What follows belongs to an exercise in optimizing a design on an open flow for small area, a short achievable clock period and few clock cycles per item; a production flow would make more cautious choices.
No functional check of the RTL was part of this run.
Power and IR drop assume default switching activity.

`design/flow/design.v`:
```
module output_fifo #(
  parameter NPOINTS = 64
)(
  input         i_clk,
  input  [31:0] i_wr_data,    
  output [31:0] o_tap_pre,    
  output [31:0] o_head        
);
reg [32*NPOINTS-1:0] sr;
assign o_tap_pre = sr[32*(NPOINTS-1)-1 -: 32];
assign o_head    = sr[31:0];
always @(posedge i_clk)
    sr <= {sr[32*(NPOINTS-1)-1:0], i_wr_data};
endmodule
module power_tree_a(
  input  [31:0] x,
  input  [31:0] p0,
  output [62:0] m
);
  wire pp1 = x[0] & x[1];
  wire pp2 = x[0] & x[2];
  wire pp3 = x[0] & x[3];
  wire pp4 = x[0] & x[4];
  wire pp5 = x[0] & x[5];
  wire pp6 = x[0] & x[6];
  wire pp7 = x[0] & x[7];
  wire pp8 = x[0] & x[8];
  wire pp9 = x[0] & x[9];
  wire pp10 = x[0] & x[10];
  wire pp11 = x[0] & x[11];
  wire pp12 = x[0] & x[12];
  wire pp13 = x[0] & x[13];
  wire pp14 = x[0] & x[14];
  wire pp15 = x[0] & x[15];
  wire pp16 = x[1] & x[2];
  wire pp17 = x[1] & x[3];
  wire pp18 = x[1] & x[4];
  wire pp19 = x[1] & x[5];
  wire pp20 = x[1] & x[6];
  wire pp21 = x[1] & x[7];
  wire pp22 = x[1] & x[8];
  wire pp23 = x[1] & x[9];
  wire pp24 = x[1] & x[10];
  wire pp25 = x[1] & x[11];
  wire pp26 = x[1] & x[12];
  wire pp27 = x[1] & x[13];
  wire pp28 = x[1] & x[14];
  wire pp29 = x[1] & x[15];
  wire pp30 = x[2] & x[3];
  wire pp31 = x[2] & x[4];
  wire pp32 = x[2] & x[5];
  wire pp33 = x[2] & x[6];
  wire pp34 = x[2] & x[7];
  wire pp35 = x[2] & x[8];
  wire pp36 = x[2] & x[9];
  wire pp37 = x[2] & x[10];
  wire pp38 = x[2] & x[11];
  wire pp39 = x[2] & x[12];
  wire pp40 = x[2] & x[13];
  wire pp41 = x[2] & x[14];
  wire pp42 = x[2] & x[15];
  wire pp43 = x[3] & x[4];
  wire pp44 = x[3] & x[5];
  wire pp45 = x[3] & x[6];
  wire pp46 = x[3] & x[7];
  wire pp47 = x[3] & x[8];
  wire pp48 = x[3] & x[9];
  wire pp49 = x[3] & x[10];
  wire pp50 = x[3] & x[11];
  wire pp51 = x[3] & x[12];
  wire pp52 = x[3] & x[13];
  wire pp53 = x[3] & x[14];
  wire pp54 = x[3] & x[15];
  wire pp55 = x[4] & x[5];
  wire pp56 = x[4] & x[6];
  wire pp57 = x[4] & x[7];
  wire pp58 = x[4] & x[8];
  wire pp59 = x[4] & x[9];
  wire pp60 = x[4] & x[10];
  wire pp61 = x[4] & x[11];
  wire pp62 = x[4] & x[12];
  wire pp63 = x[4] & x[13];
  wire pp64 = x[4] & x[14];
  wire pp65 = x[4] & x[15];
  wire pp66 = x[5] & x[6];
  wire pp67 = x[5] & x[7];
  wire pp68 = x[5] & x[8];
  wire pp69 = x[5] & x[9];
  wire pp70 = x[5] & x[10];
  wire pp71 = x[5] & x[11];
  wire pp72 = x[5] & x[12];
  wire pp73 = x[5] & x[13];
  wire pp74 = x[5] & x[14];
  wire pp75 = x[5] & x[15];
  wire pp76 = x[6] & x[7];
  wire pp77 = x[6] & x[8];
  wire pp78 = x[6] & x[9];
  wire pp79 = x[6] & x[10];
  wire pp80 = x[6] & x[11];
  wire pp81 = x[6] & x[12];
  wire pp82 = x[6] & x[13];
  wire pp83 = x[6] & x[14];
  wire pp84 = x[6] & x[15];
  wire pp85 = x[7] & x[8];
  wire pp86 = x[7] & x[9];
  wire pp87 = x[7] & x[10];
  wire pp88 = x[7] & x[11];
  wire pp89 = x[7] & x[12];
  wire pp90 = x[7] & x[13];
  wire pp91 = x[7] & x[14];
  wire pp92 = x[7] & x[15];
  wire pp93 = x[8] & x[9];
  wire pp94 = x[8] & x[10];
  wire pp95 = x[8] & x[11];
  wire pp96 = x[8] & x[12];
  wire pp97 = x[8] & x[13];
  wire pp98 = x[8] & x[14];
  wire pp99 = x[8] & x[15];
  wire pp100 = x[9] & x[10];
  wire pp101 = x[9] & x[11];
  wire pp102 = x[9] & x[12];
  wire pp103 = x[9] & x[13];
  wire pp104 = x[9] & x[14];
  wire pp105 = x[9] & x[15];
  wire pp106 = x[10] & x[11];
  wire pp107 = x[10] & x[12];
  wire pp108 = x[10] & x[13];
  wire pp109 = x[10] & x[14];
  wire pp110 = x[10] & x[15];
  wire pp111 = x[11] & x[12];
  wire pp112 = x[11] & x[13];
  wire pp113 = x[11] & x[14];
  wire pp114 = x[11] & x[15];
  wire pp115 = x[12] & x[13];
  wire pp116 = x[12] & x[14];
  wire pp117 = x[12] & x[15];
  wire pp118 = x[13] & x[14];
  wire pp119 = x[13] & x[15];
  wire pp120 = x[14] & x[15];
  wire pp121 = x[0] & x[16];
  wire pp122 = x[0] & x[17];
  wire pp123 = x[0] & x[18];
  wire pp124 = x[0] & x[19];
  wire pp125 = x[0] & x[20];
  wire pp126 = x[0] & x[21];
  wire pp127 = x[0] & x[22];
  wire pp128 = x[0] & x[23];
  wire pp129 = x[0] & x[24];
  wire pp130 = x[0] & x[25];
  wire pp131 = x[0] & x[26];
  wire pp132 = x[0] & x[27];
  wire pp133 = x[0] & x[28];
  wire pp134 = x[0] & x[29];
  wire pp135 = x[0] & x[30];
  wire pp136 = x[0] & x[31];
  wire pp137 = x[1] & x[16];
  wire pp138 = x[1] & x[17];
  wire pp139 = x[1] & x[18];
  wire pp140 = x[1] & x[19];
  wire pp141 = x[1] & x[20];
  wire pp142 = x[1] & x[21];
  wire pp143 = x[1] & x[22];
  wire pp144 = x[1] & x[23];
  wire pp145 = x[1] & x[24];
  wire pp146 = x[1] & x[25];
  wire pp147 = x[1] & x[26];
  wire pp148 = x[1] & x[27];
  wire pp149 = x[1] & x[28];
  wire pp150 = x[1] & x[29];
  wire pp151 = x[1] & x[30];
  wire pp152 = x[2] & x[16];
  wire pp153 = x[2] & x[17];
  wire pp154 = x[2] & x[18];
  wire pp155 = x[2] & x[19];
  wire pp156 = x[2] & x[20];
  wire pp157 = x[2] & x[21];
  wire pp158 = x[2] & x[22];
  wire pp159 = x[2] & x[23];
  wire pp160 = x[2] & x[24];
  wire pp161 = x[2] & x[25];
  wire pp162 = x[2] & x[26];
  wire pp163 = x[2] & x[27];
  wire pp164 = x[2] & x[28];
  wire pp165 = x[2] & x[29];
  wire pp166 = x[3] & x[16];
  wire pp167 = x[3] & x[17];
  wire pp168 = x[3] & x[18];
  wire pp169 = x[3] & x[19];
  wire pp170 = x[3] & x[20];
  wire pp171 = x[3] & x[21];
  wire pp172 = x[3] & x[22];
  wire pp173 = x[3] & x[23];
  wire pp174 = x[3] & x[24];
  wire pp175 = x[3] & x[25];
  wire pp176 = x[3] & x[26];
  wire pp177 = x[3] & x[27];
  wire pp178 = x[3] & x[28];
  wire pp179 = x[4] & x[16];
  wire pp180 = x[4] & x[17];
  wire pp181 = x[4] & x[18];
  wire pp182 = x[4] & x[19];
  wire pp183 = x[4] & x[20];
  wire pp184 = x[4] & x[21];
  wire pp185 = x[4] & x[22];
  wire pp186 = x[4] & x[23];
  wire pp187 = x[4] & x[24];
  wire pp188 = x[4] & x[25];
  wire pp189 = x[4] & x[26];
  wire pp190 = x[4] & x[27];
  wire pp191 = x[5] & x[16];
  wire pp192 = x[5] & x[17];
  wire pp193 = x[5] & x[18];
  wire pp194 = x[5] & x[19];
  wire pp195 = x[5] & x[20];
  wire pp196 = x[5] & x[21];
  wire pp197 = x[5] & x[22];
  wire pp198 = x[5] & x[23];
  wire pp199 = x[5] & x[24];
  wire pp200 = x[5] & x[25];
  wire pp201 = x[5] & x[26];
  wire pp202 = x[6] & x[16];
  wire pp203 = x[6] & x[17];
  wire pp204 = x[6] & x[18];
  wire pp205 = x[6] & x[19];
  wire pp206 = x[6] & x[20];
  wire pp207 = x[6] & x[21];
  wire pp208 = x[6] & x[22];
  wire pp209 = x[6] & x[23];
  wire pp210 = x[6] & x[24];
  wire pp211 = x[6] & x[25];
  wire pp212 = x[7] & x[16];
  wire pp213 = x[7] & x[17];
  wire pp214 = x[7] & x[18];
  wire pp215 = x[7] & x[19];
  wire pp216 = x[7] & x[20];
  wire pp217 = x[7] & x[21];
  wire pp218 = x[7] & x[22];
  wire pp219 = x[7] & x[23];
  wire pp220 = x[7] & x[24];
  wire pp221 = x[8] & x[16];
  wire pp222 = x[8] & x[17];
  wire pp223 = x[8] & x[18];
  wire pp224 = x[8] & x[19];
  wire pp225 = x[8] & x[20];
  wire pp226 = x[8] & x[21];
  wire pp227 = x[8] & x[22];
  wire pp228 = x[8] & x[23];
  wire pp229 = x[9] & x[16];
  wire pp230 = x[9] & x[17];
  wire pp231 = x[9] & x[18];
  wire pp232 = x[9] & x[19];
  wire pp233 = x[9] & x[20];
  wire pp234 = x[9] & x[21];
  wire pp235 = x[9] & x[22];
  wire pp236 = x[10] & x[16];
  wire pp237 = x[10] & x[17];
  wire pp238 = x[10] & x[18];
  wire pp239 = x[10] & x[19];
  wire pp240 = x[10] & x[20];
  wire pp241 = x[10] & x[21];
  wire pp242 = x[11] & x[16];
  wire pp243 = x[11] & x[17];
  wire pp244 = x[11] & x[18];
  wire pp245 = x[11] & x[19];
  wire pp246 = x[11] & x[20];
  wire pp247 = x[12] & x[16];
  wire pp248 = x[12] & x[17];
  wire pp249 = x[12] & x[18];
  wire pp250 = x[12] & x[19];
  wire pp251 = x[13] & x[16];
  wire pp252 = x[13] & x[17];
  wire pp253 = x[13] & x[18];
  wire pp254 = x[14] & x[16];
  wire pp255 = x[14] & x[17];
  wire pp256 = x[15] & x[16];
  wire s257 = x[11] ^ pp84;
  wire c258 = x[11] & pp84;
  wire s259 = pp92 ^ pp98;
  wire c260 = pp92 & pp98;
  wire s261 = x[12] ^ pp99 ^ pp104;
  wire c262 = (x[12] & pp99) | (x[12] & pp104) | (pp99 & pp104);
  wire s263 = pp108 ^ pp111;
  wire c264 = pp108 & pp111;
  wire s265 = pp105 ^ pp109 ^ pp112;
  wire c266 = (pp105 & pp109) | (pp105 & pp112) | (pp109 & pp112);
  wire s267 = pp130 ^ pp145;
  wire c268 = pp130 & pp145;
  wire s269 = x[13] ^ pp110 ^ pp113;
  wire c270 = (x[13] & pp110) | (x[13] & pp113) | (pp110 & pp113);
  wire s271 = pp115 ^ pp131 ^ pp146;
  wire c272 = (pp115 & pp131) | (pp115 & pp146) | (pp131 & pp146);
  wire s273 = pp160 ^ pp173;
  wire c274 = pp160 & pp173;
  wire s275 = pp114 ^ pp116 ^ pp132;
  wire c276 = (pp114 & pp116) | (pp114 & pp132) | (pp116 & pp132);
  wire s277 = pp147 ^ pp161 ^ pp174;
  wire c278 = (pp147 & pp161) | (pp147 & pp174) | (pp161 & pp174);
  wire s279 = pp186 ^ pp197;
  wire c280 = pp186 & pp197;
  wire s281 = x[14] ^ pp117 ^ pp118;
  wire c282 = (x[14] & pp117) | (x[14] & pp118) | (pp117 & pp118);
  wire s283 = pp133 ^ pp148 ^ pp162;
  wire c284 = (pp133 & pp148) | (pp133 & pp162) | (pp148 & pp162);
  wire s285 = pp175 ^ pp187 ^ pp198;
  wire c286 = (pp175 & pp187) | (pp175 & pp198) | (pp187 & pp198);
  wire s287 = pp208 ^ pp217;
  wire c288 = pp208 & pp217;
  wire s289 = pp119 ^ pp134 ^ pp149;
  wire c290 = (pp119 & pp134) | (pp119 & pp149) | (pp134 & pp149);
  wire s291 = pp163 ^ pp176 ^ pp188;
  wire c292 = (pp163 & pp176) | (pp163 & pp188) | (pp176 & pp188);
  wire s293 = pp199 ^ pp209 ^ pp218;
  wire c294 = (pp199 & pp209) | (pp199 & pp218) | (pp209 & pp218);
  wire s295 = pp226 ^ pp233;
  wire c296 = pp226 & pp233;
  wire s297 = x[15] ^ pp120 ^ pp135;
  wire c298 = (x[15] & pp120) | (x[15] & pp135) | (pp120 & pp135);
  wire s299 = pp150 ^ pp164 ^ pp177;
  wire c300 = (pp150 & pp164) | (pp150 & pp177) | (pp164 & pp177);
  wire s301 = pp189 ^ pp200 ^ pp210;
  wire c302 = (pp189 & pp200) | (pp189 & pp210) | (pp200 & pp210);
  wire s303 = pp219 ^ pp227 ^ pp234;
  wire c304 = (pp219 & pp227) | (pp219 & pp234) | (pp227 & pp234);
  wire s305 = pp240 ^ pp245;
  wire c306 = pp240 & pp245;
  wire s307 = pp136 ^ pp151 ^ pp165;
  wire s308 = pp178 ^ pp190 ^ pp201;
  wire s309 = pp211 ^ pp220 ^ pp228;
  wire s310 = pp235 ^ pp241 ^ pp246;
  wire s311 = pp250 ^ pp253;
  wire s312 = x[8] ^ pp15 ^ pp28;
  wire c313 = (x[8] & pp15) | (x[8] & pp28) | (pp15 & pp28);
  wire s314 = pp29 ^ pp41 ^ pp52;
  wire c315 = (pp29 & pp41) | (pp29 & pp52) | (pp41 & pp52);
  wire s316 = x[9] ^ pp42 ^ pp53;
  wire c317 = (x[9] & pp42) | (x[9] & pp53) | (pp42 & pp53);
  wire s318 = pp63 ^ pp72 ^ pp80;
  wire c319 = (pp63 & pp72) | (pp63 & pp80) | (pp72 & pp80);
  wire s320 = pp54 ^ pp64 ^ pp73;
  wire c321 = (pp54 & pp64) | (pp54 & pp73) | (pp64 & pp73);
  wire s322 = pp81 ^ pp88 ^ pp94;
  wire c323 = (pp81 & pp88) | (pp81 & pp94) | (pp88 & pp94);
  wire s324 = x[10] ^ pp65 ^ pp74;
  wire c325 = (x[10] & pp65) | (x[10] & pp74) | (pp65 & pp74);
  wire s326 = pp82 ^ pp89 ^ pp95;
  wire c327 = (pp82 & pp89) | (pp82 & pp95) | (pp89 & pp95);
  wire s328 = pp100 ^ pp125 ^ pp140;
  wire c329 = (pp100 & pp125) | (pp100 & pp140) | (pp125 & pp140);
  wire s330 = pp75 ^ pp83 ^ pp90;
  wire c331 = (pp75 & pp83) | (pp75 & pp90) | (pp83 & pp90);
  wire s332 = pp96 ^ pp101 ^ pp126;
  wire c333 = (pp96 & pp101) | (pp96 & pp126) | (pp101 & pp126);
  wire s334 = pp141 ^ pp155 ^ pp168;
  wire c335 = (pp141 & pp155) | (pp141 & pp168) | (pp155 & pp168);
  wire s336 = s257 ^ pp91 ^ pp97;
  wire c337 = (s257 & pp91) | (s257 & pp97) | (pp91 & pp97);
  wire s338 = pp102 ^ pp106 ^ pp127;
  wire c339 = (pp102 & pp106) | (pp102 & pp127) | (pp106 & pp127);
  wire s340 = pp142 ^ pp156 ^ pp169;
  wire c341 = (pp142 & pp156) | (pp142 & pp169) | (pp156 & pp169);
  wire s342 = pp181 ^ pp192;
  wire c343 = pp181 & pp192;
  wire s344 = c258 ^ s259 ^ pp103;
  wire c345 = (c258 & s259) | (c258 & pp103) | (s259 & pp103);
  wire s346 = pp107 ^ pp128 ^ pp143;
  wire c347 = (pp107 & pp128) | (pp107 & pp143) | (pp128 & pp143);
  wire s348 = pp157 ^ pp170 ^ pp182;
  wire c349 = (pp157 & pp170) | (pp157 & pp182) | (pp170 & pp182);
  wire s350 = pp193 ^ pp203 ^ pp212;
  wire c351 = (pp193 & pp203) | (pp193 & pp212) | (pp203 & pp212);
  wire s352 = c260 ^ s261 ^ s263;
  wire c353 = (c260 & s261) | (c260 & s263) | (s261 & s263);
  wire s354 = pp129 ^ pp144 ^ pp158;
  wire c355 = (pp129 & pp144) | (pp129 & pp158) | (pp144 & pp158);
  wire s356 = pp171 ^ pp183 ^ pp194;
  wire c357 = (pp171 & pp183) | (pp171 & pp194) | (pp183 & pp194);
  wire s358 = pp204 ^ pp213 ^ pp221;
  wire c359 = (pp204 & pp213) | (pp204 & pp221) | (pp213 & pp221);
  wire s360 = c262 ^ c264 ^ s265;
  wire c361 = (c262 & c264) | (c262 & s265) | (c264 & s265);
  wire s362 = s267 ^ pp159 ^ pp172;
  wire c363 = (s267 & pp159) | (s267 & pp172) | (pp159 & pp172);
  wire s364 = pp184 ^ pp195 ^ pp205;
  wire c365 = (pp184 & pp195) | (pp184 & pp205) | (pp195 & pp205);
  wire s366 = pp214 ^ pp222 ^ pp229;
  wire c367 = (pp214 & pp222) | (pp214 & pp229) | (pp222 & pp229);
  wire s368 = c266 ^ c268 ^ s269;
  wire c369 = (c266 & c268) | (c266 & s269) | (c268 & s269);
  wire s370 = s271 ^ s273 ^ pp185;
  wire c371 = (s271 & s273) | (s271 & pp185) | (s273 & pp185);
  wire s372 = pp196 ^ pp206 ^ pp215;
  wire c373 = (pp196 & pp206) | (pp196 & pp215) | (pp206 & pp215);
  wire s374 = pp223 ^ pp230 ^ pp236;
  wire c375 = (pp223 & pp230) | (pp223 & pp236) | (pp230 & pp236);
  wire s376 = c270 ^ c272 ^ c274;
  wire c377 = (c270 & c272) | (c270 & c274) | (c272 & c274);
  wire s378 = s275 ^ s277 ^ s279;
  wire c379 = (s275 & s277) | (s275 & s279) | (s277 & s279);
  wire s380 = pp207 ^ pp216 ^ pp224;
  wire c381 = (pp207 & pp216) | (pp207 & pp224) | (pp216 & pp224);
  wire s382 = pp231 ^ pp237 ^ pp242;
  wire c383 = (pp231 & pp237) | (pp231 & pp242) | (pp237 & pp242);
  wire s384 = c276 ^ c278 ^ c280;
  wire c385 = (c276 & c278) | (c276 & c280) | (c278 & c280);
  wire s386 = s281 ^ s283 ^ s285;
  wire c387 = (s281 & s283) | (s281 & s285) | (s283 & s285);
  wire s388 = s287 ^ pp225 ^ pp232;
  wire c389 = (s287 & pp225) | (s287 & pp232) | (pp225 & pp232);
  wire s390 = pp238 ^ pp243 ^ pp247;
  wire c391 = (pp238 & pp243) | (pp238 & pp247) | (pp243 & pp247);
  wire s392 = c282 ^ c284 ^ c286;
  wire c393 = (c282 & c284) | (c282 & c286) | (c284 & c286);
  wire s394 = c288 ^ s289 ^ s291;
  wire c395 = (c288 & s289) | (c288 & s291) | (s289 & s291);
  wire s396 = s293 ^ s295 ^ pp239;
  wire c397 = (s293 & s295) | (s293 & pp239) | (s295 & pp239);
  wire s398 = pp244 ^ pp248 ^ pp251;
  wire c399 = (pp244 & pp248) | (pp244 & pp251) | (pp248 & pp251);
  wire s400 = c290 ^ c292 ^ c294;
  wire c401 = (c290 & c292) | (c290 & c294) | (c292 & c294);
  wire s402 = c296 ^ s297 ^ s299;
  wire c403 = (c296 & s297) | (c296 & s299) | (s297 & s299);
  wire s404 = s301 ^ s303 ^ s305;
  wire c405 = (s301 & s303) | (s301 & s305) | (s303 & s305);
  wire s406 = pp249 ^ pp252 ^ pp254;
  wire c407 = (pp249 & pp252) | (pp249 & pp254) | (pp252 & pp254);
  wire s408 = c298 ^ c300 ^ c302;
  wire s409 = c304 ^ c306 ^ s307;
  wire s410 = s308 ^ s309 ^ s310;
  wire s411 = s311 ^ pp255 ^ pp256;
  wire s412 = x[5] ^ pp9;
  wire c413 = x[5] & pp9;
  wire s414 = pp10 ^ pp23;
  wire c415 = pp10 & pp23;
  wire s416 = x[6] ^ pp11 ^ pp24;
  wire c417 = (x[6] & pp11) | (x[6] & pp24) | (pp11 & pp24);
  wire s418 = pp36 ^ pp47;
  wire c419 = pp36 & pp47;
  wire s420 = pp12 ^ pp25 ^ pp37;
  wire c421 = (pp12 & pp25) | (pp12 & pp37) | (pp25 & pp37);
  wire s422 = pp48 ^ pp58;
  wire c423 = pp48 & pp58;
  wire s424 = x[7] ^ pp13 ^ pp26;
  wire c425 = (x[7] & pp13) | (x[7] & pp26) | (pp13 & pp26);
  wire s426 = pp38 ^ pp49 ^ pp59;
  wire c427 = (pp38 & pp49) | (pp38 & pp59) | (pp49 & pp59);
  wire s428 = pp68 ^ pp76;
  wire c429 = pp68 & pp76;
  wire s430 = pp14 ^ pp27 ^ pp39;
  wire c431 = (pp14 & pp27) | (pp14 & pp39) | (pp27 & pp39);
  wire s432 = pp50 ^ pp60 ^ pp69;
  wire c433 = (pp50 & pp60) | (pp50 & pp69) | (pp60 & pp69);
  wire s434 = pp77 ^ p0[15];
  wire c435 = pp77 & p0[15];
  wire s436 = s312 ^ pp40 ^ pp51;
  wire c437 = (s312 & pp40) | (s312 & pp51) | (pp40 & pp51);
  wire s438 = pp61 ^ pp70 ^ pp78;
  wire c439 = (pp61 & pp70) | (pp61 & pp78) | (pp70 & pp78);
  wire s440 = pp85 ^ pp121 ^ p0[16];
  wire c441 = (pp85 & pp121) | (pp85 & p0[16]) | (pp121 & p0[16]);
  wire s442 = c313 ^ s314 ^ pp62;
  wire c443 = (c313 & s314) | (c313 & pp62) | (s314 & pp62);
  wire s444 = pp71 ^ pp79 ^ pp86;
  wire c445 = (pp71 & pp79) | (pp71 & pp86) | (pp79 & pp86);
  wire s446 = pp122 ^ pp137 ^ p0[17];
  wire c447 = (pp122 & pp137) | (pp122 & p0[17]) | (pp137 & p0[17]);
  wire s448 = c315 ^ s316 ^ s318;
  wire c449 = (c315 & s316) | (c315 & s318) | (s316 & s318);
  wire s450 = pp87 ^ pp93 ^ pp123;
  wire c451 = (pp87 & pp93) | (pp87 & pp123) | (pp93 & pp123);
  wire s452 = pp138 ^ pp152 ^ p0[18];
  wire c453 = (pp138 & pp152) | (pp138 & p0[18]) | (pp152 & p0[18]);
  wire s454 = c317 ^ c319 ^ s320;
  wire c455 = (c317 & c319) | (c317 & s320) | (c319 & s320);
  wire s456 = s322 ^ pp124 ^ pp139;
  wire c457 = (s322 & pp124) | (s322 & pp139) | (pp124 & pp139);
  wire s458 = pp153 ^ pp166 ^ p0[19];
  wire c459 = (pp153 & pp166) | (pp153 & p0[19]) | (pp166 & p0[19]);
  wire s460 = c321 ^ c323 ^ s324;
  wire c461 = (c321 & c323) | (c321 & s324) | (c323 & s324);
  wire s462 = s326 ^ s328 ^ pp154;
  wire c463 = (s326 & s328) | (s326 & pp154) | (s328 & pp154);
  wire s464 = pp167 ^ pp179 ^ p0[20];
  wire c465 = (pp167 & pp179) | (pp167 & p0[20]) | (pp179 & p0[20]);
  wire s466 = c325 ^ c327 ^ c329;
  wire c467 = (c325 & c327) | (c325 & c329) | (c327 & c329);
  wire s468 = s330 ^ s332 ^ s334;
  wire c469 = (s330 & s332) | (s330 & s334) | (s332 & s334);
  wire s470 = pp180 ^ pp191 ^ p0[21];
  wire c471 = (pp180 & pp191) | (pp180 & p0[21]) | (pp191 & p0[21]);
  wire s472 = c331 ^ c333 ^ c335;
  wire c473 = (c331 & c333) | (c331 & c335) | (c333 & c335);
  wire s474 = s336 ^ s338 ^ s340;
  wire c475 = (s336 & s338) | (s336 & s340) | (s338 & s340);
  wire s476 = s342 ^ pp202 ^ p0[22];
  wire c477 = (s342 & pp202) | (s342 & p0[22]) | (pp202 & p0[22]);
  wire s478 = c337 ^ c339 ^ c341;
  wire c479 = (c337 & c339) | (c337 & c341) | (c339 & c341);
  wire s480 = c343 ^ s344 ^ s346;
  wire c481 = (c343 & s344) | (c343 & s346) | (s344 & s346);
  wire s482 = s348 ^ s350 ^ p0[23];
  wire c483 = (s348 & s350) | (s348 & p0[23]) | (s350 & p0[23]);
  wire s484 = c345 ^ c347 ^ c349;
  wire c485 = (c345 & c347) | (c345 & c349) | (c347 & c349);
  wire s486 = c351 ^ s352 ^ s354;
  wire c487 = (c351 & s352) | (c351 & s354) | (s352 & s354);
  wire s488 = s356 ^ s358 ^ p0[24];
  wire c489 = (s356 & s358) | (s356 & p0[24]) | (s358 & p0[24]);
  wire s490 = c353 ^ c355 ^ c357;
  wire c491 = (c353 & c355) | (c353 & c357) | (c355 & c357);
  wire s492 = c359 ^ s360 ^ s362;
  wire c493 = (c359 & s360) | (c359 & s362) | (s360 & s362);
  wire s494 = s364 ^ s366 ^ p0[25];
  wire c495 = (s364 & s366) | (s364 & p0[25]) | (s366 & p0[25]);
  wire s496 = c361 ^ c363 ^ c365;
  wire c497 = (c361 & c363) | (c361 & c365) | (c363 & c365);
  wire s498 = c367 ^ s368 ^ s370;
  wire c499 = (c367 & s368) | (c367 & s370) | (s368 & s370);
  wire s500 = s372 ^ s374 ^ p0[26];
  wire c501 = (s372 & s374) | (s372 & p0[26]) | (s374 & p0[26]);
  wire s502 = c369 ^ c371 ^ c373;
  wire c503 = (c369 & c371) | (c369 & c373) | (c371 & c373);
  wire s504 = c375 ^ s376 ^ s378;
  wire c505 = (c375 & s376) | (c375 & s378) | (s376 & s378);
  wire s506 = s380 ^ s382 ^ p0[27];
  wire c507 = (s380 & s382) | (s380 & p0[27]) | (s382 & p0[27]);
  wire s508 = c377 ^ c379 ^ c381;
  wire c509 = (c377 & c379) | (c377 & c381) | (c379 & c381);
  wire s510 = c383 ^ s384 ^ s386;
  wire c511 = (c383 & s384) | (c383 & s386) | (s384 & s386);
  wire s512 = s388 ^ s390 ^ p0[28];
  wire c513 = (s388 & s390) | (s388 & p0[28]) | (s390 & p0[28]);
  wire s514 = c385 ^ c387 ^ c389;
  wire c515 = (c385 & c387) | (c385 & c389) | (c387 & c389);
  wire s516 = c391 ^ s392 ^ s394;
  wire c517 = (c391 & s392) | (c391 & s394) | (s392 & s394);
  wire s518 = s396 ^ s398 ^ p0[29];
  wire c519 = (s396 & s398) | (s396 & p0[29]) | (s398 & p0[29]);
  wire s520 = c393 ^ c395 ^ c397;
  wire c521 = (c393 & c395) | (c393 & c397) | (c395 & c397);
  wire s522 = c399 ^ s400 ^ s402;
  wire c523 = (c399 & s400) | (c399 & s402) | (s400 & s402);
  wire s524 = s404 ^ s406 ^ p0[30];
  wire c525 = (s404 & s406) | (s404 & p0[30]) | (s406 & p0[30]);
  wire s526 = c401 ^ c403 ^ c405;
  wire s527 = c407 ^ s408 ^ s409;
  wire s528 = s410 ^ s411 ^ p0[31];
  wire s529 = x[3] ^ pp5;
  wire c530 = x[3] & pp5;
  wire s531 = pp6 ^ pp19;
  wire c532 = pp6 & pp19;
  wire s533 = x[4] ^ pp7 ^ pp20;
  wire c534 = (x[4] & pp7) | (x[4] & pp20) | (pp7 & pp20);
  wire s535 = pp32 ^ pp43;
  wire c536 = pp32 & pp43;
  wire s537 = pp8 ^ pp21 ^ pp33;
  wire c538 = (pp8 & pp21) | (pp8 & pp33) | (pp21 & pp33);
  wire s539 = pp44 ^ p0[9];
  wire c540 = pp44 & p0[9];
  wire s541 = s412 ^ pp22 ^ pp34;
  wire c542 = (s412 & pp22) | (s412 & pp34) | (pp22 & pp34);
  wire s543 = pp45 ^ pp55 ^ p0[10];
  wire c544 = (pp45 & pp55) | (pp45 & p0[10]) | (pp55 & p0[10]);
  wire s545 = c413 ^ s414 ^ pp35;
  wire c546 = (c413 & s414) | (c413 & pp35) | (s414 & pp35);
  wire s547 = pp46 ^ pp56 ^ p0[11];
  wire c548 = (pp46 & pp56) | (pp46 & p0[11]) | (pp56 & p0[11]);
  wire s549 = c415 ^ s416 ^ s418;
  wire c550 = (c415 & s416) | (c415 & s418) | (s416 & s418);
  wire s551 = pp57 ^ pp66 ^ p0[12];
  wire c552 = (pp57 & pp66) | (pp57 & p0[12]) | (pp66 & p0[12]);
  wire s553 = c417 ^ c419 ^ s420;
  wire c554 = (c417 & c419) | (c417 & s420) | (c419 & s420);
  wire s555 = s422 ^ pp67 ^ p0[13];
  wire c556 = (s422 & pp67) | (s422 & p0[13]) | (pp67 & p0[13]);
  wire s557 = c421 ^ c423 ^ s424;
  wire c558 = (c421 & c423) | (c421 & s424) | (c423 & s424);
  wire s559 = s426 ^ s428 ^ p0[14];
  wire c560 = (s426 & s428) | (s426 & p0[14]) | (s428 & p0[14]);
  wire s561 = c425 ^ c427 ^ c429;
  wire c562 = (c425 & c427) | (c425 & c429) | (c427 & c429);
  wire s563 = s430 ^ s432 ^ s434;
  wire c564 = (s430 & s432) | (s430 & s434) | (s432 & s434);
  wire s565 = c431 ^ c433 ^ c435;
  wire c566 = (c431 & c433) | (c431 & c435) | (c433 & c435);
  wire s567 = s436 ^ s438 ^ s440;
  wire c568 = (s436 & s438) | (s436 & s440) | (s438 & s440);
  wire s569 = c437 ^ c439 ^ c441;
  wire c570 = (c437 & c439) | (c437 & c441) | (c439 & c441);
  wire s571 = s442 ^ s444 ^ s446;
  wire c572 = (s442 & s444) | (s442 & s446) | (s444 & s446);
  wire s573 = c443 ^ c445 ^ c447;
  wire c574 = (c443 & c445) | (c443 & c447) | (c445 & c447);
  wire s575 = s448 ^ s450 ^ s452;
  wire c576 = (s448 & s450) | (s448 & s452) | (s450 & s452);
  wire s577 = c449 ^ c451 ^ c453;
  wire c578 = (c449 & c451) | (c449 & c453) | (c451 & c453);
  wire s579 = s454 ^ s456 ^ s458;
  wire c580 = (s454 & s456) | (s454 & s458) | (s456 & s458);
  wire s581 = c455 ^ c457 ^ c459;
  wire c582 = (c455 & c457) | (c455 & c459) | (c457 & c459);
  wire s583 = s460 ^ s462 ^ s464;
  wire c584 = (s460 & s462) | (s460 & s464) | (s462 & s464);
  wire s585 = c461 ^ c463 ^ c465;
  wire c586 = (c461 & c463) | (c461 & c465) | (c463 & c465);
  wire s587 = s466 ^ s468 ^ s470;
  wire c588 = (s466 & s468) | (s466 & s470) | (s468 & s470);
  wire s589 = c467 ^ c469 ^ c471;
  wire c590 = (c467 & c469) | (c467 & c471) | (c469 & c471);
  wire s591 = s472 ^ s474 ^ s476;
  wire c592 = (s472 & s474) | (s472 & s476) | (s474 & s476);
  wire s593 = c473 ^ c475 ^ c477;
  wire c594 = (c473 & c475) | (c473 & c477) | (c475 & c477);
  wire s595 = s478 ^ s480 ^ s482;
  wire c596 = (s478 & s480) | (s478 & s482) | (s480 & s482);
  wire s597 = c479 ^ c481 ^ c483;
  wire c598 = (c479 & c481) | (c479 & c483) | (c481 & c483);
  wire s599 = s484 ^ s486 ^ s488;
  wire c600 = (s484 & s486) | (s484 & s488) | (s486 & s488);
  wire s601 = c485 ^ c487 ^ c489;
  wire c602 = (c485 & c487) | (c485 & c489) | (c487 & c489);
  wire s603 = s490 ^ s492 ^ s494;
  wire c604 = (s490 & s492) | (s490 & s494) | (s492 & s494);
  wire s605 = c491 ^ c493 ^ c495;
  wire c606 = (c491 & c493) | (c491 & c495) | (c493 & c495);
  wire s607 = s496 ^ s498 ^ s500;
  wire c608 = (s496 & s498) | (s496 & s500) | (s498 & s500);
  wire s609 = c497 ^ c499 ^ c501;
  wire c610 = (c497 & c499) | (c497 & c501) | (c499 & c501);
  wire s611 = s502 ^ s504 ^ s506;
  wire c612 = (s502 & s504) | (s502 & s506) | (s504 & s506);
  wire s613 = c503 ^ c505 ^ c507;
  wire c614 = (c503 & c505) | (c503 & c507) | (c505 & c507);
  wire s615 = s508 ^ s510 ^ s512;
  wire c616 = (s508 & s510) | (s508 & s512) | (s510 & s512);
  wire s617 = c509 ^ c511 ^ c513;
  wire c618 = (c509 & c511) | (c509 & c513) | (c511 & c513);
  wire s619 = s514 ^ s516 ^ s518;
  wire c620 = (s514 & s516) | (s514 & s518) | (s516 & s518);
  wire s621 = c515 ^ c517 ^ c519;
  wire c622 = (c515 & c517) | (c515 & c519) | (c517 & c519);
  wire s623 = s520 ^ s522 ^ s524;
  wire c624 = (s520 & s522) | (s520 & s524) | (s522 & s524);
  wire s625 = c521 ^ c523 ^ c525;
  wire s626 = s526 ^ s527 ^ s528;
  wire s627 = x[2] ^ pp3;
  wire c628 = x[2] & pp3;
  wire s629 = pp4 ^ pp17;
  wire c630 = pp4 & pp17;
  wire s631 = s529 ^ pp18 ^ pp30;
  wire c632 = (s529 & pp18) | (s529 & pp30) | (pp18 & pp30);
  wire s633 = c530 ^ s531 ^ pp31;
  wire c634 = (c530 & s531) | (c530 & pp31) | (s531 & pp31);
  wire s635 = c532 ^ s533 ^ s535;
  wire c636 = (c532 & s533) | (c532 & s535) | (s533 & s535);
  wire s637 = c534 ^ c536 ^ s537;
  wire c638 = (c534 & c536) | (c534 & s537) | (c536 & s537);
  wire s639 = c538 ^ c540 ^ s541;
  wire c640 = (c538 & c540) | (c538 & s541) | (c540 & s541);
  wire s641 = c542 ^ c544 ^ s545;
  wire c642 = (c542 & c544) | (c542 & s545) | (c544 & s545);
  wire s643 = c546 ^ c548 ^ s549;
  wire c644 = (c546 & c548) | (c546 & s549) | (c548 & s549);
  wire s645 = c550 ^ c552 ^ s553;
  wire c646 = (c550 & c552) | (c550 & s553) | (c552 & s553);
  wire s647 = c554 ^ c556 ^ s557;
  wire c648 = (c554 & c556) | (c554 & s557) | (c556 & s557);
  wire s649 = c558 ^ c560 ^ s561;
  wire c650 = (c558 & c560) | (c558 & s561) | (c560 & s561);
  wire s651 = c562 ^ c564 ^ s565;
  wire c652 = (c562 & c564) | (c562 & s565) | (c564 & s565);
  wire s653 = c566 ^ c568 ^ s569;
  wire c654 = (c566 & c568) | (c566 & s569) | (c568 & s569);
  wire s655 = c570 ^ c572 ^ s573;
  wire c656 = (c570 & c572) | (c570 & s573) | (c572 & s573);
  wire s657 = c574 ^ c576 ^ s577;
  wire c658 = (c574 & c576) | (c574 & s577) | (c576 & s577);
  wire s659 = c578 ^ c580 ^ s581;
  wire c660 = (c578 & c580) | (c578 & s581) | (c580 & s581);
  wire s661 = c582 ^ c584 ^ s585;
  wire c662 = (c582 & c584) | (c582 & s585) | (c584 & s585);
  wire s663 = c586 ^ c588 ^ s589;
  wire c664 = (c586 & c588) | (c586 & s589) | (c588 & s589);
  wire s665 = c590 ^ c592 ^ s593;
  wire c666 = (c590 & c592) | (c590 & s593) | (c592 & s593);
  wire s667 = c594 ^ c596 ^ s597;
  wire c668 = (c594 & c596) | (c594 & s597) | (c596 & s597);
  wire s669 = c598 ^ c600 ^ s601;
  wire c670 = (c598 & c600) | (c598 & s601) | (c600 & s601);
  wire s671 = c602 ^ c604 ^ s605;
  wire c672 = (c602 & c604) | (c602 & s605) | (c604 & s605);
  wire s673 = c606 ^ c608 ^ s609;
  wire c674 = (c606 & c608) | (c606 & s609) | (c608 & s609);
  wire s675 = c610 ^ c612 ^ s613;
  wire c676 = (c610 & c612) | (c610 & s613) | (c612 & s613);
  wire s677 = c614 ^ c616 ^ s617;
  wire c678 = (c614 & c616) | (c614 & s617) | (c616 & s617);
  wire s679 = c618 ^ c620 ^ s621;
  wire c680 = (c618 & c620) | (c618 & s621) | (c620 & s621);
  wire s681 = c622 ^ c624 ^ s625;
  wire s682 = x[1] ^ pp1;
  wire c683 = x[1] & pp1;
  wire s684 = pp2 ^ p0[3];
  wire c685 = pp2 & p0[3];
  wire s686 = s627 ^ pp16 ^ p0[4];
  wire c687 = (s627 & pp16) | (s627 & p0[4]) | (pp16 & p0[4]);
  wire s688 = c628 ^ s629 ^ p0[5];
  wire c689 = (c628 & s629) | (c628 & p0[5]) | (s629 & p0[5]);
  wire s690 = c630 ^ s631 ^ p0[6];
  wire c691 = (c630 & s631) | (c630 & p0[6]) | (s631 & p0[6]);
  wire s692 = c632 ^ s633 ^ p0[7];
  wire c693 = (c632 & s633) | (c632 & p0[7]) | (s633 & p0[7]);
  wire s694 = c634 ^ s635 ^ p0[8];
  wire c695 = (c634 & s635) | (c634 & p0[8]) | (s635 & p0[8]);
  wire s696 = c636 ^ s637 ^ s539;
  wire c697 = (c636 & s637) | (c636 & s539) | (s637 & s539);
  wire s698 = c638 ^ s639 ^ s543;
  wire c699 = (c638 & s639) | (c638 & s543) | (s639 & s543);
  wire s700 = c640 ^ s641 ^ s547;
  wire c701 = (c640 & s641) | (c640 & s547) | (s641 & s547);
  wire s702 = c642 ^ s643 ^ s551;
  wire c703 = (c642 & s643) | (c642 & s551) | (s643 & s551);
  wire s704 = c644 ^ s645 ^ s555;
  wire c705 = (c644 & s645) | (c644 & s555) | (s645 & s555);
  wire s706 = c646 ^ s647 ^ s559;
  wire c707 = (c646 & s647) | (c646 & s559) | (s647 & s559);
  wire s708 = c648 ^ s649 ^ s563;
  wire c709 = (c648 & s649) | (c648 & s563) | (s649 & s563);
  wire s710 = c650 ^ s651 ^ s567;
  wire c711 = (c650 & s651) | (c650 & s567) | (s651 & s567);
  wire s712 = c652 ^ s653 ^ s571;
  wire c713 = (c652 & s653) | (c652 & s571) | (s653 & s571);
  wire s714 = c654 ^ s655 ^ s575;
  wire c715 = (c654 & s655) | (c654 & s575) | (s655 & s575);
  wire s716 = c656 ^ s657 ^ s579;
  wire c717 = (c656 & s657) | (c656 & s579) | (s657 & s579);
  wire s718 = c658 ^ s659 ^ s583;
  wire c719 = (c658 & s659) | (c658 & s583) | (s659 & s583);
  wire s720 = c660 ^ s661 ^ s587;
  wire c721 = (c660 & s661) | (c660 & s587) | (s661 & s587);
  wire s722 = c662 ^ s663 ^ s591;
  wire c723 = (c662 & s663) | (c662 & s591) | (s663 & s591);
  wire s724 = c664 ^ s665 ^ s595;
  wire c725 = (c664 & s665) | (c664 & s595) | (s665 & s595);
  wire s726 = c666 ^ s667 ^ s599;
  wire c727 = (c666 & s667) | (c666 & s599) | (s667 & s599);
  wire s728 = c668 ^ s669 ^ s603;
  wire c729 = (c668 & s669) | (c668 & s603) | (s669 & s603);
  wire s730 = c670 ^ s671 ^ s607;
  wire c731 = (c670 & s671) | (c670 & s607) | (s671 & s607);
  wire s732 = c672 ^ s673 ^ s611;
  wire c733 = (c672 & s673) | (c672 & s611) | (s673 & s611);
  wire s734 = c674 ^ s675 ^ s615;
  wire c735 = (c674 & s675) | (c674 & s615) | (s675 & s615);
  wire s736 = c676 ^ s677 ^ s619;
  wire c737 = (c676 & s677) | (c676 & s619) | (s677 & s619);
  wire s738 = c678 ^ s679 ^ s623;
  wire c739 = (c678 & s679) | (c678 & s623) | (s679 & s623);
  wire s740 = c680 ^ s681 ^ s626;
  assign m = {s740, c739, s738, c737, s736, c735, s734, c733, s732, c731, s730, c729, s728, c727, s726, c725, s724, c723, s722, c721, s720, c719, s718, c717, s716, c715, s714, c713, s712, c711, s710, c709, s708, c707, s706, c705, s704, c703, s702, c701, s700, c699, s698, c697, s696, c695, s694, c693, s692, c691, s690, c689, s688, c687, s686, c685, s684, c683, p0[2], s682, p0[1], p0[0], x[0]};
endmodule
module power_tree_b(
  input  [62:0] m,
  output [31:0] p
);
  wire [31:0] s = {m[61], m[59], m[57], m[55], m[53], m[51], m[49], m[47], m[45], m[43], m[41], m[39], m[37], m[35], m[33], m[31], m[29], m[27], m[25], m[23], m[21], m[19], m[17], m[15], m[13], m[11], m[9], m[7], m[5], m[3], m[2], m[0]};
  wire [31:0] c = {m[62], m[60], m[58], m[56], m[54], m[52], m[50], m[48], m[46], m[44], m[42], m[40], m[38], m[36], m[34], m[32], m[30], m[28], m[26], m[24], m[22], m[20], m[18], m[16], m[14], m[12], m[10], m[8], m[6], m[4], 1'b0, m[1]};
  assign p = s + c;
endmodule
module output_ctrl #(
  parameter LAT = 3             
)(
  input        i_clk,
  input        i_rst_n,
  input        i_data_valid,
  output       o_data_ready,
  output       o_acc,           
  output       o_win,           
  output       o_ld,            
  output       o_data_valid,
  input        i_data_ready,
  input        i_wr_sum         
);
reg [5:0] k;         
reg       win;       
reg [5:0] din;       
reg [5:0] dout;      
reg [5:0] rcnt;      
reg [6:0] avail;     
reg       pend;      
reg       rdy;
reg       can_ld;
reg       ovalid;
wire acc = i_data_valid & rdy;
wire ld  = can_ld & (~ovalid | i_data_ready);
assign o_data_ready = rdy;
assign o_acc        = acc;
assign o_win        = win;
assign o_ld         = ld;
assign o_data_valid = ovalid;
function rdy_next;
    input       a, l;
    input [5:0] k, din, rcnt;
    input       win, pend;
    reg   [5:0] k_n, rcnt_n;
    reg         win_n, pend_n, aligned_n, free_n, first_n;
    begin
        k_n       = a ? k + 6'd1 : k;
        win_n     = (a & (k == 6'd63)) ? ~win : win;
        rcnt_n    = l ? rcnt + 6'd1 : rcnt;
        pend_n    = (pend & ~(l & (rcnt == 6'd63))) | (a & win);
        aligned_n = a | (din == 6'd63);
        first_n   = (k_n == 6'd0) & ~win_n;
        free_n    = win_n | ~pend_n | (k_n < rcnt_n);
        rdy_next  = free_n & (aligned_n | (first_n & ~pend_n));
    end
endfunction
wire r00 = rdy_next(1'b0, 1'b0, k, din, rcnt, win, pend);
wire r01 = rdy_next(1'b0, 1'b1, k, din, rcnt, win, pend);
wire r10 = rdy_next(1'b1, 1'b0, k, din, rcnt, win, pend);
wire r11 = rdy_next(1'b1, 1'b1, k, din, rcnt, win, pend);
wire [6:0] avw  = avail + {6'd0, i_wr_sum};
wire       c0   = (avw != 7'd0) & (dout == 6'd63);
wire       c1   = (avw != 7'd1) & (dout == 6'd0);
wire       rebase = acc & ~win & (k == 6'd0) & ~pend;
always @(posedge i_clk)
begin
    if(!i_rst_n)
    begin
        k      <= 6'd0;
        win    <= 1'b0;
        din    <= 6'd0;
        dout   <= 6'd0;
        rcnt   <= 6'd0;
        avail  <= 7'd0;
        pend   <= 1'b0;
        rdy    <= 1'b1;
        can_ld <= 1'b0;
        ovalid <= 1'b0;
    end
    else
    begin
        if(acc)
        begin
            k <= k + 6'd1;
            if(k == 6'd63)
                win <= ~win;
        end
        din    <= acc ? 6'd0 : din + 6'd1;
        dout   <= rebase ? 6'd1 - LAT : (ld ? dout : dout + 6'd1);
        if(ld)
            rcnt <= rcnt + 6'd1;
        avail  <= ld ? avw - 7'd1 : avw;
        pend   <= (pend & ~(ld & (rcnt == 6'd63))) | (acc & win);
        rdy    <= acc ? (ld ? r11 : r10) : (ld ? r01 : r00);
        can_ld <= ld ? c1 : c0;
        ovalid <= ld | (ovalid & ~i_data_ready);
    end
end
endmodule
module fft_computer(
input        i_clk,
input        i_rst_n,
input        i_data_valid,
input [31:0] i_data,
output       o_data_ready,
output       o_data_valid,
output [31:0]o_data,
input        i_data_ready
);
localparam MW = 63;      
wire        acc, win, ld;
wire [31:0] tap, head, sum;
wire [MW-1:0] m_d;
reg  [31:0]   x;         
reg           v1, w1;
reg  [MW-1:0] m;         
reg           v2, w2;
reg  [31:0]   out_r;
output_ctrl ctrl (
    .i_clk(i_clk),
    .i_rst_n(i_rst_n),
    .i_data_valid(i_data_valid),
    .o_data_ready(o_data_ready),
    .o_acc(acc),
    .o_win(win),
    .o_ld(ld),
    .o_data_valid(o_data_valid),
    .i_data_ready(i_data_ready),
    .i_wr_sum(v2 & w2)
);
power_tree_a tree_a (
    .x(x),
    .p0((v1 & ~w1) ? 32'd0 : tap),
    .m(m_d)
);
power_tree_b tree_b (
    .m(m),
    .p(sum)
);
output_fifo store (
    .i_clk(i_clk),
    .i_wr_data(sum),
    .o_tap_pre(tap),
    .o_head(head)
);
always @(posedge i_clk)
begin
    x  <= acc ? i_data : 32'd0;
    w1 <= win;
    m  <= m_d;
    w2 <= w1;
    if(ld)
        out_r <= head;
end
always @(posedge i_clk)
begin
    if(!i_rst_n)
    begin
        v1 <= 1'b0;
        v2 <= 1'b0;
    end
    else
    begin
        v1 <= acc;
        v2 <= v1;
    end
end
assign o_data = out_r;
endmodule
```
`design/flow/flow/run.sh`:
```
#!/bin/bash
# The standard layout (standard.sh) at the same clock period, with
# timing repair aimed at a setup slack of SETUP_SLACK_MARGIN ns instead of 0
# and the port buffers started as buf_2 (repair may resize them).
set -euo pipefail
bash standard.sh SETUP_SLACK_MARGIN=7.0 "BUFFER_PORTS_ARGS=-buffer_cell sky130_fd_sc_hd__buf_2" finish > make.log 2>&1
```
`design/flow/standard.sh`:
```
#!/bin/bash
# synth_recipe.tcl (not shown) runs the flow's synth.tcl, then flattens the netlist and writes it again
# the make line also repeats each setting of config.mk as NAME=value (left out here)
make -C /OpenROAD-flow-scripts/flow DESIGN_CONFIG=/design/flow/config.mk WORK_HOME=/design/flow/orfs CLKGATE_MAP_FILE= SYNTH_SCRIPT=/design/flow/synth_recipe.tcl "${@:-finish}"
```
`design/flow/config.mk`:
```
export PLATFORM = sky130hd
export DESIGN_NAME = fft_computer
export DESIGN_NICKNAME = fft_computer
export VERILOG_FILES = /design/flow/design.v
export SDC_FILE = /design/flow/constraint.sdc
export NUM_CORES = 4
export LEC_CHECK = 0
export CAP_MARGIN = 20
export CORE_MARGIN = 2
export CORE_UTILIZATION = 45
export CTS_BUF_LIST = sky130_fd_sc_hd__clkbuf_8
export CTS_CLUSTER_DIAMETER = 60
export CTS_CLUSTER_SIZE = 18
export SLEW_MARGIN = 20
export SYNTH_MEMORY_MAX_BITS = 65536
```
`design/flow/constraint.sdc`:
```
create_clock -name core_clock -period 10.0 [get_ports {i_clk}]
set_input_delay 2.0000 -clock core_clock [delete_from_list [all_inputs] [get_ports {i_clk}]]
set_output_delay 2.0000 -clock core_clock [all_outputs]
set_load 0.01 [all_outputs]
```
==> notes.md <==
==> metal layers <==
layer | part of all wire [%] | global-route usage [%]
met4 | 2.8 | 4.692
met3 | 4.6 | 3.043
met2 | 42 | 18.61
met1 | 51 | 18.74
met5 | 0 | 0
==> power by group through the flow <==
stage	Combinational (mW)	Sequential [mW]	Clock (mW)
6_report	0.878	11.2	3.99
2_1_floorplan	0.560	11.2	0
3_3_place_gp	0.764	11.5	0
3_5_place_dp	0.773	11.5	0
5_1_grt	0.993	11.5	4.53
4_1_cts	0.883	11.3	4.22
==> flip-flops by register name, summed over array words and instances (netlist names), 6 cells and up <==
register / count
store.sr: 2016
ctrl.k: 6
m: 63
x: 32
ctrl.avail: 7
ctrl.dout: 6
ctrl.din: 6
out_r: 32
ctrl.rcnt: 6
==> worst max-delay path, stage by stage, from the launching register on <==
cell and delay (ns):
sky130_fd_sc_hd__dfxtp_4 0.39, sky130_fd_sc_hd__buf_12 0.14, sky130_fd_sc_hd__and2_4 0.15, sky130_fd_sc_hd__fa_2 0.53
sky130_fd_sc_hd__inv_2 0.04, sky130_fd_sc_hd__fa_2 0.55, sky130_fd_sc_hd__inv_2 0.04, sky130_fd_sc_hd__fa_2 0.52
sky130_fd_sc_hd__inv_2 0.04, sky130_fd_sc_hd__fa_2 0.33, sky130_fd_sc_hd__fa_2 0.53, sky130_fd_sc_hd__inv_2 0.04
sky130_fd_sc_hd__fa_2 0.51
==> kinds of logic (layout without fill, tap and decap cells) <==
logic type | after synthesis | after routing | share of synthesized area (%)
other | 0 | 4 | 0
buffers and inverters | 290 | 562 | 1.995
and+or+nand+nor | 499 | 499 | 4.675
xor gates and xnor gates | 85 | 85 | 1.361
AOI/OAI and AO/OA | 154 | 154 | 1.896
adders and majority gates | 293 | 293 | 9.557
DFF | 2183 | 2183 | 80.48
muxes | 2 | 2 | 0.03660
==> placed cells by master, fill, tap and decap left out, types with 5 or more instances in the layout <==
cell type	count
sky130_fd_sc_hd__a211oi_1	5
sky130_fd_sc_hd__nand2b_1	7
sky130_fd_sc_hd__nor3_1	6
sky130_fd_sc_hd__buf_4	40
sky130_fd_sc_hd__a21o_1	20
sky130_fd_sc_hd__inv_1	205
sky130_fd_sc_hd__or3_1	11
sky130_fd_sc_hd__a21oi_1	45
sky130_fd_sc_hd__ha_1	82
sky130_fd_sc_hd__and2_4	18
sky130_fd_sc_hd__o21ai_0	23
sky130_fd_sc_hd__clkbuf_8	151
sky130_fd_sc_hd__fa_2	65
sky130_fd_sc_hd__a31oi_1	12
sky130_fd_sc_hd__dfxtp_1	2120
sky130_fd_sc_hd__buf_6	20
sky130_fd_sc_hd__xor2_1	23
sky130_fd_sc_hd__xnor2_1	58
sky130_fd_sc_hd__o21a_1	5
sky130_fd_sc_hd__nand2_1	159
sky130_fd_sc_hd__and2_1	139
sky130_fd_sc_hd__inv_6	6
sky130_fd_sc_hd__nor2_1	55
sky130_fd_sc_hd__buf_12	6
sky130_fd_sc_hd__inv_2	36
sky130_fd_sc_hd__dfxtp_4	23
sky130_fd_sc_hd__nor4_1	6
sky130_fd_sc_hd__fa_1	143
sky130_fd_sc_hd__edfxtp_1	32
sky130_fd_sc_hd__clkinvlp_4	10
sky130_fd_sc_hd__nor2b_1	9
sky130_fd_sc_hd__buf_2	63
sky130_fd_sc_hd__o21ai_1	6
sky130_fd_sc_hd__and3_1	42
sky130_fd_sc_hd__inv_8	7
sky130_fd_sc_hd__dfxtp_2	8
sky130_fd_sc_hd__nand3_1	20
==> path summary, 6_finish.rpt <==
kind / startpoint / endpoint / slack, ns
setup / recovery: x[13] / m[54] / 6.12
hold / removal: store.sr[388] / store.sr[420] / 0.30
setup reg to reg: x[13] / m[54] / 6.12
hold reg to reg: store.sr[388] / store.sr[420] / 0.30
==> timing repair <==
item | in CTS | in global routing
pin swaps | 39 | 42
gates resized for setup | 123 | 51
buffers inserted | 55 | 6
gates cloned | 1 | 0
endpoints found under the setup margin | 83 | 75
==> layout make-up <==
cell class / count / area share [%]
Antenna cell: 4 / 0.01654
Timing Repair Buffer: 135 / 1.757
Clock buffer: 151 / 3.434
Multi-Input combinational cell: 1033 / 16.43
Inverter: 224 / 1.420
Tap cell: 1612 / 3.333
Clock inverter: 52 / 0.7009
Sequential cell: 2183 / 72.91
==> metrics by stage <==
| stage | utilization (%) | std cells |
|---|---|---|
| floorplan | - | 3506 |
| global placement | 47.39 | 5124 |
| detailed placement | 47.40 | 5125 |
| CTS | 50.17 | 5384 |
| global route | 50.30 | 5391 |
| finish | 50.31 | 5394 |
==> notes.md <==
- The post-detailed-placement cell area is 57020 um^2.
- At the pin with the least slew margin, the transition time is 0.8661 ns.
- The post-layout worst setup margin is just over 6 ns.
- The average vias per placed instance is 4.219.
- The ratio of total power to cell area is ~270 nW/um^2.
- The count of routing violations after the opening detailed-route iteration is 1117.
- In this run, the clock network consumes between 20% and 30% of the power.
- In this run the worst path has a maximum fanout of 4.
- Ranked by total cell area, the synthesized netlist is headed by sky130_fd_sc_hd__dfxtp_1 (79%), sky130_fd_sc_hd__fa_1 (7.6%), sky130_fd_sc_hd__ha_1 (1.9%), sky130_fd_sc_hd__and2_1 (1.8%), sky130_fd_sc_hd__edfxtp_1 (1.8%).
- The clock net sink count is approximately 2200.
- The maximum clock path buffer count is 3.
- The placed wire-length estimate after detailed placement is approximately 47000 um.
- The clock-pin slew on the worst setup and hold paths is about 0.11 ns.
- Among all cell types in the netlist, the one instantiated most often is sky130_fd_sc_hd__dfxtp_1.
- Synthesis produced about 3500 cells.
- The setup TNS is 0 ns.
- The via count of the first global-routing pass came to about 23000.
- The leftover overflow at the end of global routing is 0.
- The total internal power is between 10 and 15 mW.
- In the final layout, the share of cells above drive strength 1 is around an eighth.
- The final hold violation count came to 0.
- The share of total power dissipated in combinational logic is between 5 and 6%.
- The category of the worst setup path capture point is a register.
- The overall track demand over capacity in global routing is about an eighth.
- Summing all multi-input logic gate instances after layout gives approximately 9900 um^2.
- Of all flip-flops after synthesis, the portion carrying an async set or reset was 0%.
- The synthesized netlist occupies a cell area of 54700 um^2.
- Measured against its own limit, the worst slew margin works out to 42.19%.
- The first global-routing pass estimated ~130000 um of wire.
- Counting the buffers created by CTS gives 147.
- In this run the tool buffered the top-level ports with between 60 and 70 buffer cells.
- The number of synthesized flops with an enable pin is 32.
- The core region is ~120000 um^2.
- Before antenna repair, the detailed router went through 5 iterations.
- The count of final max-slew check failures is 0.
- The final route contains 22760 vias.
- The total number of placement rows is approximately 130.
- The max capacitance violation total is 0.
- Counting every net in the synthesized netlist gives approximately 3800.
- The fraction of power consumed by sequential logic is a little over two thirds.
- The number of antenna violations at the first check in global routing is 2.
- Setup violations remaining at the end of the flow were counted as 0.
- The detail route stage leaves a number of antenna-violating nets equal to 0.
- The switching power summed over all nets is around 3.5 mW.
- Setup repair after global routing could not meet its margin everywhere.
- Net switching is a little over a fifth of the power.
- The worst slack after detailed placement is around 5.6 ns.
- Synthesis inferred ~2200 register bits.
- The final weighted congestion in routability-driven placement is approximately 0.83.
- The share of synthesized area in the top cell type comes to ~79%.
- The synthesized design spends more area on one cell type than any other, namely sky130_fd_sc_hd__dfxtp_1.
- The final net count is 4053.
- In this run the worst hold path is classified as reg2reg.
- The initial standard-cell utilization of the core is between 40 and 50%.
- The root cell of the clock tree is sky130_fd_sc_hd__clkbuf_8.
- The total length of routed wires is about 77000 um.
- After layout, the design draws a total of 16.12 mW.
- The number of warnings printed during yosys synthesis is 3.
- Along the worst hold path, the cell count comes to 0.
- The worst voltage drop across the vdd grid is roughly 0.00021 V.
- The number of primary I/O pins is 70.
- The required time of the critical path is around 11 ns.
- The critical path is of the reg2reg type.
- The sequential cell area fraction in the yosys report is a little over 80%.
- On the final layout, the worst clock skew is between 0.05 and 0.06 ns.
- In this run, distinct cell masters in the synthesized netlist total 63.
- The layout has between 10000 and 15000 filler cells.
- The quantity of hold-fixing buffers added after cts is 0.
- Averaged over all synthesized cells, the footprint is about 16 um^2.
- Final hold analysis gives a worst-case slack of 0.2955 ns.
- The cell count of the worst reg-to-reg path is 12.
- The element type at the critical path start is a register.
- In this run the horizontal extent of the chip is approximately 350 um.
- The pin count of the biggest net entering global routing is 36.
- The analysis attributes to cell leakage a power of approximately 25 nW.
- Dividing the detail-routed wire length by the instance count gives 14.36 um.
- The TritonCTS clock tree is yes.
- The area added between synthesis and finish is 10.63%.
- The clock reaches the later pin of the worst-skew pair after 0.84 ns.
- After routing the design area is between 60000 and 70000 um^2.
- Sorting the synthesized cells by how often they occur yields sky130_fd_sc_hd__dfxtp_1 (2151), sky130_fd_sc_hd__inv_1 (224), sky130_fd_sc_hd__fa_1 (208), sky130_fd_sc_hd__nand2_1 (165), sky130_fd_sc_hd__and2_1 (157).
- The DRC violation count after routing is 0.
- The height of the chip is roughly 350 um.
- The critical path arrival is 4.65 ns.
- The top flip-flop cell by instance count after synthesis is sky130_fd_sc_hd__dfxtp_1.
- Dividing the final minimum period by the clock period gives between 30% and 40%.
- The sequential standard cell area is between 40000 and 50000 um^2.
- The flow ran to the end and the layout has no timing, DRC or antenna violations.
- The achievable frequency is 258.0 MHz.
- The area of the die is roughly 120000 um^2.
- The time the worst path needs with I/O delays and setup is between 3 and 4 ns.
- The H-tree level count is 4.

re-timing with driven ports:
In the flow no input, the clock included, has a driving cell. The finished layout below was timed again as built, in two steps.
Step 1 assumes that a clkbuf_16 drives the clock port and a buf_2 every other input.
Step 2 also shifts input and output timing later by t, the mid clock arrival at the registers, as if the neighbouring blocks saw the same clock.
a / b / c = ideal / step 1 / step 2; a / b = the first two.
t (ns): 0.883
setup slack, ns: 6.124 / 6.124 / 6.124
worst setup path at the end: register to register
cell pins on the clock port's net: 1
After both steps this run still meets setup and hold. The setup slack of this run moves by 0.000 ns with the drivers and by 0.000 ns with both steps.
